This is an optimization exercise on Yosys and OpenROAD, whose aim is small area and a short achievable clock period, not a production implementation.
At most, simulation tests tie the RTL to the original design; equivalence was not proved.

## PE
module PE#(
    parameter d_width = 32,
    parameter a_width = 8,
    parameter iact_size =  5,
    parameter kernel_size = 3
)
(
    input start,
    input clk, rst_n,
    input [d_width -1 : 0] weight,
    input [d_width -1 : 0] iact,
    output reg load_weight,
    output reg load_iact,
    output reg done,
    output reg [d_width -1 : 0] pe_out
);
export LEC_CHECK = 0
export CAP_MARGIN = 20
export CORE_MARGIN = 2
export CORE_UTILIZATION = 60
export SLEW_MARGIN = 20
create_clock -name core_clock -period 10.0 [get_ports {clk}]
run.sh (not shown) runs the stock make flow with config.mk's settings and CLKGATE_MAP_FILE= SYNTH_SCRIPT=/design/flow/synth_recipe.tcl, a recipe that flattens the netlist after the stock synthesis.
Next try:
Settings changed: CTS_BUF_LIST set to sky130_fd_sc_hd__clkbuf_16, CTS_CLUSTER_DIAMETER set to 60, CTS_CLUSTER_SIZE set to 30.
Effect: The new run completed with no timing, DRC or antenna violations. Cell area came out lower slightly. Utilization came out lower by 0.88 points. Via count came out lower slightly. Final cell count came out lower slightly.
No functional check of the RTL was part of any run of this note.


== run A ==
Another version of the RTL of PE (not shown whole).
Size in the first run: roughly 2800 cells after synthesis, roughly 100 I/O pins, roughly 0.028 mm² of cells after synthesis.
Design PE, start of the top module:
module PE#(
    parameter d_width = 32,
    parameter a_width = 8,
    parameter iact_size =  5,
    parameter kernel_size = 3
)
(
    input start,
    input clk, rst_n,
    input [d_width -1 : 0] weight,
    input [d_width -1 : 0] iact,
    output reg load_weight,
    output reg load_iact,
    output reg done,
    output reg [d_width -1 : 0] pe_out
);
Settings: LEC_CHECK=0, CAP_MARGIN=20, CORE_MARGIN=2, CORE_UTILIZATION=60, CTS_BUF_LIST=sky130_fd_sc_hd__clkbuf_16, CTS_CLUSTER_DIAMETER=60, CTS_CLUSTER_SIZE=30, SLEW_MARGIN=20, BUFFER_PORTS_ARGS=-buffer_cell sky130_fd_sc_hd__buf_2, SETUP_SLACK_MARGIN=7.0, SETUP_MOVE_SEQUENCE=sizeup,swap; clock period 10.0 ns.
standard.sh (not shown) runs the stock make flow with config.mk's settings and CLKGATE_MAP_FILE= SYNTH_SCRIPT=/design/flow/synth_recipe.tcl, a recipe that flattens the netlist after the stock synthesis.
==> flow/flow/run.sh <==
#!/bin/bash
# Layout flow: the standard layout (standard.sh) with these changes:
#  - the port buffers are buf_2 cells instead of the cell buffer_ports picks;
#  - timing repair aims at 7.0 ns of setup slack at the 10 ns clock, and
#    may only resize cells and swap pins (no buffers, no cloning).
set -euo pipefail
cat >> config.mk <<'EOC'
export BUFFER_PORTS_ARGS = -buffer_cell sky130_fd_sc_hd__buf_2
export SETUP_SLACK_MARGIN = 7.0
export SETUP_MOVE_SEQUENCE = sizeup,swap
EOC
bash standard.sh > standard.log 2>&1
Run A completed; timing, DRC and antenna clean
For run B, these inputs were changed with respect to run A:
Settings: a change of SETUP_SLACK_MARGIN from 7.0 to 6.8; a change of CTS_CLUSTER_SIZE from 30 to 40.
==> flow/flow/run.sh <==
#!/bin/bash
# Layout flow: the standard layout (standard.sh) with these changes:
#  - the port buffers are buf_2 cells instead of the cell buffer_ports picks;
#  - timing repair aims at 6.8 ns of setup slack at the 10 ns clock, and
#    may only resize cells and swap pins (no buffers, no cloning).
set -euo pipefail
cat >> config.mk <<'EOC'
export BUFFER_PORTS_ARGS = -buffer_cell sky130_fd_sc_hd__buf_2
export SETUP_SLACK_MARGIN = 6.8
export SETUP_MOVE_SEQUENCE = sizeup,swap
EOC
bash standard.sh > standard.log 2>&1
Notes after the runs:
- Run B vs. run A: clock network area share went down by 0.16 points.
- Run B vs. run A: first-iteration DRC count now smaller, headroom to the max-slew limit now smaller, sequential share of layout area now larger, non-clock buffer share of cell area now smaller.
- Comparing run A and run B, the higher slew at the pin with the worst max-slew slack was measured on run B.
- Diff run A -> run B: post-detailed-route DRC marker count saw little to no change, global-route usage down 0.38 points, width of the die barely changed, post-route cell area decreased 860 µm².
#### Input delta (run C over run B)
Settings: CTS_CLUSTER_SIZE now 36, was 40; CTS_CLUSTER_DIAMETER now 80, was 60.
Results
Against run B, run C comes in 0.40 points higher on part of the cycle the worst path needs.
[run C] signed area change from the synthesized netlist to the final layout fell 1.5 points relative to run B
For flip-flop and latch area, run B and run C come out practically identical.
Reported for run C and run B, mean instance size in the synthesized netlist turned out identical to the last digit.
From run B to run C the numbers moved as follows: sequential share of layout area increased by 0.41 points relative to the old numbers; shortest period the worst path allows picked up an extra 0.040 ns; total vias in the final route decreased about 0.3%.
Run B → run C: clock skew dropped 0.0046 ns.
Edits applied to the flow inputs when going from run C to run D:
Settings: CTS_CLUSTER_SIZE: 36 -> 30; CTS_CLUSTER_DIAMETER: 80 -> 60; GPL_TIMING_DRIVEN: unset -> 1.
Results
Run C and run D ended up with roughly the same post-route antenna net violation count. As far as met2 routing resource usage after global routing is concerned, run C and run D perform about the same. Diff run C -> run D: final area now larger, core utilization of the finished layout now larger.


Setup of alpha:
Another version of the RTL of PE (not shown whole).
Size: roughly 2800 cells after synthesis, roughly 440 flip-flops, roughly 100 I/O pins.
export LEC_CHECK = 0
export CAP_MARGIN = 20
export CORE_MARGIN = 2
export CORE_UTILIZATION = 60
export CTS_BUF_LIST = sky130_fd_sc_hd__clkbuf_16
export CTS_CLUSTER_DIAMETER = 100
export CTS_CLUSTER_SIZE = 32
export SLEW_MARGIN = 20
export TNS_END_PERCENT = 10
export BUFFER_PORTS_ARGS = -buffer_cell sky130_fd_sc_hd__buf_2
export SETUP_SLACK_MARGIN = 6.9
export SETUP_MOVE_SEQUENCE = sizeup,swap
create_clock -name core_clock -period 10.0 [get_ports {clk}]
==> flow/flow/run.sh <==
#!/bin/bash
# Layout flow: the standard layout (standard.sh) with these changes:
#  - the port buffers are buf_2 cells instead of the cell buffer_ports picks;
#  - timing repair aims at 6.9 ns of setup slack at the 10 ns clock, and
#    may only resize cells and swap pins (no buffers, no cloning).
set -euo pipefail
cat >> config.mk <<'EOC'
export BUFFER_PORTS_ARGS = -buffer_cell sky130_fd_sc_hd__buf_2
export SETUP_SLACK_MARGIN = 6.9
export SETUP_MOVE_SEQUENCE = sizeup,swap
EOC
bash standard.sh > standard.log 2>&1
[inputs] beta vs alpha
# alpha
export LEC_CHECK = 0
export CAP_MARGIN = 20
export CORE_MARGIN = 2
export CORE_UTILIZATION = 60
export CTS_BUF_LIST = sky130_fd_sc_hd__clkbuf_16
export CTS_CLUSTER_DIAMETER = 100
export CTS_CLUSTER_SIZE = 32
export SLEW_MARGIN = 20
export TNS_END_PERCENT = 10
export BUFFER_PORTS_ARGS = -buffer_cell sky130_fd_sc_hd__buf_2
export SETUP_SLACK_MARGIN = 6.9
export SETUP_MOVE_SEQUENCE = sizeup,swap
create_clock -name core_clock -period 10.0 [get_ports {clk}]
# beta
export LEC_CHECK = 0
export CAP_MARGIN = 20
export CORE_MARGIN = 2
export CORE_UTILIZATION = 65
export CTS_BUF_LIST = sky130_fd_sc_hd__clkbuf_16
export CTS_CLUSTER_DIAMETER = 100
export CTS_CLUSTER_SIZE = 32
export SLEW_MARGIN = 20
export BUFFER_PORTS_ARGS = -buffer_cell sky130_fd_sc_hd__buf_2
export SETUP_SLACK_MARGIN = 6.9
export SETUP_MOVE_SEQUENCE = sizeup,swap
create_clock -name core_clock -period 10.0 [get_ports {clk}]
[summary]
- Measured against each other, alpha and beta differ in maximum frequency from static timing analysis, the lower figure coming from beta.
- From alpha to beta the numbers moved as follows: met3 routing resource usage after global routing now sits higher, utilization rose 6.0 points.
Setup changes, beta to gamma
# beta
export LEC_CHECK = 0
export CAP_MARGIN = 20
export CORE_MARGIN = 2
export CORE_UTILIZATION = 65
export CTS_BUF_LIST = sky130_fd_sc_hd__clkbuf_16
export CTS_CLUSTER_DIAMETER = 100
export CTS_CLUSTER_SIZE = 32
export SLEW_MARGIN = 20
export BUFFER_PORTS_ARGS = -buffer_cell sky130_fd_sc_hd__buf_2
export SETUP_SLACK_MARGIN = 6.9
export SETUP_MOVE_SEQUENCE = sizeup,swap
create_clock -name core_clock -period 10.0 [get_ports {clk}]
# gamma
export LEC_CHECK = 0
export CAP_MARGIN = 20
export CORE_MARGIN = 2
export CORE_UTILIZATION = 60
export CTS_BUF_LIST = sky130_fd_sc_hd__clkbuf_16
export CTS_CLUSTER_DIAMETER = 100
export CTS_CLUSTER_SIZE = 32
export PLACE_DENSITY = 0.75
export SLEW_MARGIN = 20
export BUFFER_PORTS_ARGS = -buffer_cell sky130_fd_sc_hd__buf_2
export SETUP_SLACK_MARGIN = 6.8
export SETUP_MOVE_SEQUENCE = sizeup,swap
create_clock -name core_clock -period 10.0 [get_ports {clk}]
==> flow/flow/run.sh <==
#!/bin/bash
# Layout flow: the standard layout (standard.sh) with these changes:
#  - the port buffers are buf_2 cells instead of the cell buffer_ports picks;
#  - timing repair aims at 6.8 ns of setup slack at the 10 ns clock, and
#    may only resize cells and swap pins (no buffers, no cloning).
set -euo pipefail
cat >> config.mk <<'EOC'
export BUFFER_PORTS_ARGS = -buffer_cell sky130_fd_sc_hd__buf_2
export SETUP_SLACK_MARGIN = 6.8
export SETUP_MOVE_SEQUENCE = sizeup,swap
EOC
bash standard.sh > standard.log 2>&1
==> comparison <==
- Between gamma and beta, the clock-pin slew reported for the worst setup and hold paths after clock tree synthesis figures differ only marginally.
- Summary — filler cell count in the final layout, gamma relative to beta: higher, by about 13%.
- In gamma relative to beta, tap cell instance count had gone up by more than 10%.
- Relative to beta, stage delay of the slowest cell on the critical path decreased by 60 ps in gamma.
- The run with more routed wire is beta, not gamma.
- Between gamma and beta, the difference in fraction of met3 tracks used by global routing is negligible.
- Clock latency at the later pin of the worst-skew pair in gamma is 20 ps above beta.
- Global-route wire length before repair: gamma and beta compared, higher one is beta
diff inputs: gamma => delta
# gamma
export LEC_CHECK = 0
export CAP_MARGIN = 20
export CORE_MARGIN = 2
export CORE_UTILIZATION = 60
export CTS_BUF_LIST = sky130_fd_sc_hd__clkbuf_16
export CTS_CLUSTER_DIAMETER = 100
export CTS_CLUSTER_SIZE = 32
export PLACE_DENSITY = 0.75
export SLEW_MARGIN = 20
export BUFFER_PORTS_ARGS = -buffer_cell sky130_fd_sc_hd__buf_2
export SETUP_SLACK_MARGIN = 6.8
export SETUP_MOVE_SEQUENCE = sizeup,swap
create_clock -name core_clock -period 10.0 [get_ports {clk}]
# delta
export LEC_CHECK = 0
export CAP_MARGIN = 20
export CORE_MARGIN = 2
export CORE_UTILIZATION = 60
export CTS_BUF_LIST = sky130_fd_sc_hd__clkbuf_16
export CTS_CLUSTER_DIAMETER = 100
export CTS_CLUSTER_SIZE = 32
export SLEW_MARGIN = 20
export BUFFER_PORTS_ARGS = -buffer_cell sky130_fd_sc_hd__buf_2
export SETUP_SLACK_MARGIN = 7.0
export SETUP_MOVE_SEQUENCE = sizeup,swap
create_clock -name core_clock -period 10.0 [get_ports {clk}]
==> flow/flow/run.sh <==
#!/bin/bash
# Layout flow: the standard layout (standard.sh) with these changes:
#  - the port buffers are buf_2 cells instead of the cell buffer_ports picks;
#  - timing repair aims at 7.0 ns of setup slack at the 10 ns clock, and
#    may only resize cells and swap pins (no buffers, no cloning).
set -euo pipefail
cat >> config.mk <<'EOC'
export BUFFER_PORTS_ARGS = -buffer_cell sky130_fd_sc_hd__buf_2
export SETUP_SLACK_MARGIN = 7.0
export SETUP_MOVE_SEQUENCE = sizeup,swap
EOC
bash standard.sh > standard.log 2>&1
In terms of worst setup slack, gamma and delta differ only marginally. Compared with gamma, delta shows a hold slack that is 29 ps higher. Between delta and gamma, it is delta whose count of buffering cells on the critical path with inverters included is higher, by 1. Cell count along the critical path (delta over gamma): decrease, 13. delta ended up with a lower slew of the pin with the lowest slew margin than gamma did. From gamma to delta the numbers moved as follows: highest cell delay on the worst timing path moved up; met1 usage in global routing moved up; average routed wire per standard cell moved up.

[static timing again, ports no longer ideal]
In the flow no input, the clock included, has a driving cell. The finished layouts below were timed again as built, in two steps. Step 1: set_driving_cell puts a clkbuf_16 on clk and a buf_2 on each other input, an assumption about the parent block. Step 2 moves the port delays by t, midway between the first and last clock arrival at a register: inputs arrive t later, outputs are due t later. That takes back most of the time a late clock gives input paths. Three values: ideal ports, drivers, drivers and shift; two values: the first two.
| run | t (ns) | setup WS [ns] | hold WS [ns] | worst setup path at the end | worst register clock-pin slew, ns |
|---|---|---|---|---|---|
| the first run of note 1 | 0.656 | 6.185 / 6.185 / 6.185 | 0.320 / 0.320 / 0.320 | register to register | 0.07 / 0.07 |
| the second run of note 1 | 0.632 | 6.185 / 6.185 / 6.185 | 0.321 / 0.321 / 0.321 | register to register | 0.11 / 0.11 |
| run A | 0.641 | 6.850 / 6.787 / 6.829 | 0.319 / 0.319 / 0.319 | input to register | 0.10 / 0.10 |
| run B | 0.629 | 6.851 / 6.791 / 6.696 | 0.302 / 0.302 / 0.302 | input to register | 0.12 / 0.12 |
| run C | 0.656 | 6.811 / 6.750 / 6.736 | 0.322 / 0.322 / 0.322 | input to register | 0.12 / 0.12 |
| run D | 0.628 | 6.853 / 6.792 / 6.717 | 0.300 / 0.300 / 0.300 | input to register | 0.10 / 0.10 |
| alpha | 0.615 | 6.859 / 6.800 / 6.823 | 0.311 / 0.311 / 0.311 | input to register | 0.12 / 0.12 |
| beta | 0.613 | 6.817 / 6.759 / 6.654 | 0.304 / 0.304 / 0.304 | input to register | 0.12 / 0.12 |
| gamma | 0.623 | 6.839 / 6.786 / 6.839 | 0.285 / 0.285 / 0.285 | register to register | 0.13 / 0.13 |
| delta | 0.628 | 6.838 / 6.779 / 6.532 | 0.314 / 0.314 / 0.314 | input to register | 0.12 / 0.12 |
After both steps every run listed still meets setup and hold. The setup slack of delta, which loses most, moves by -0.059 ns with the drivers and by -0.306 ns with both steps.
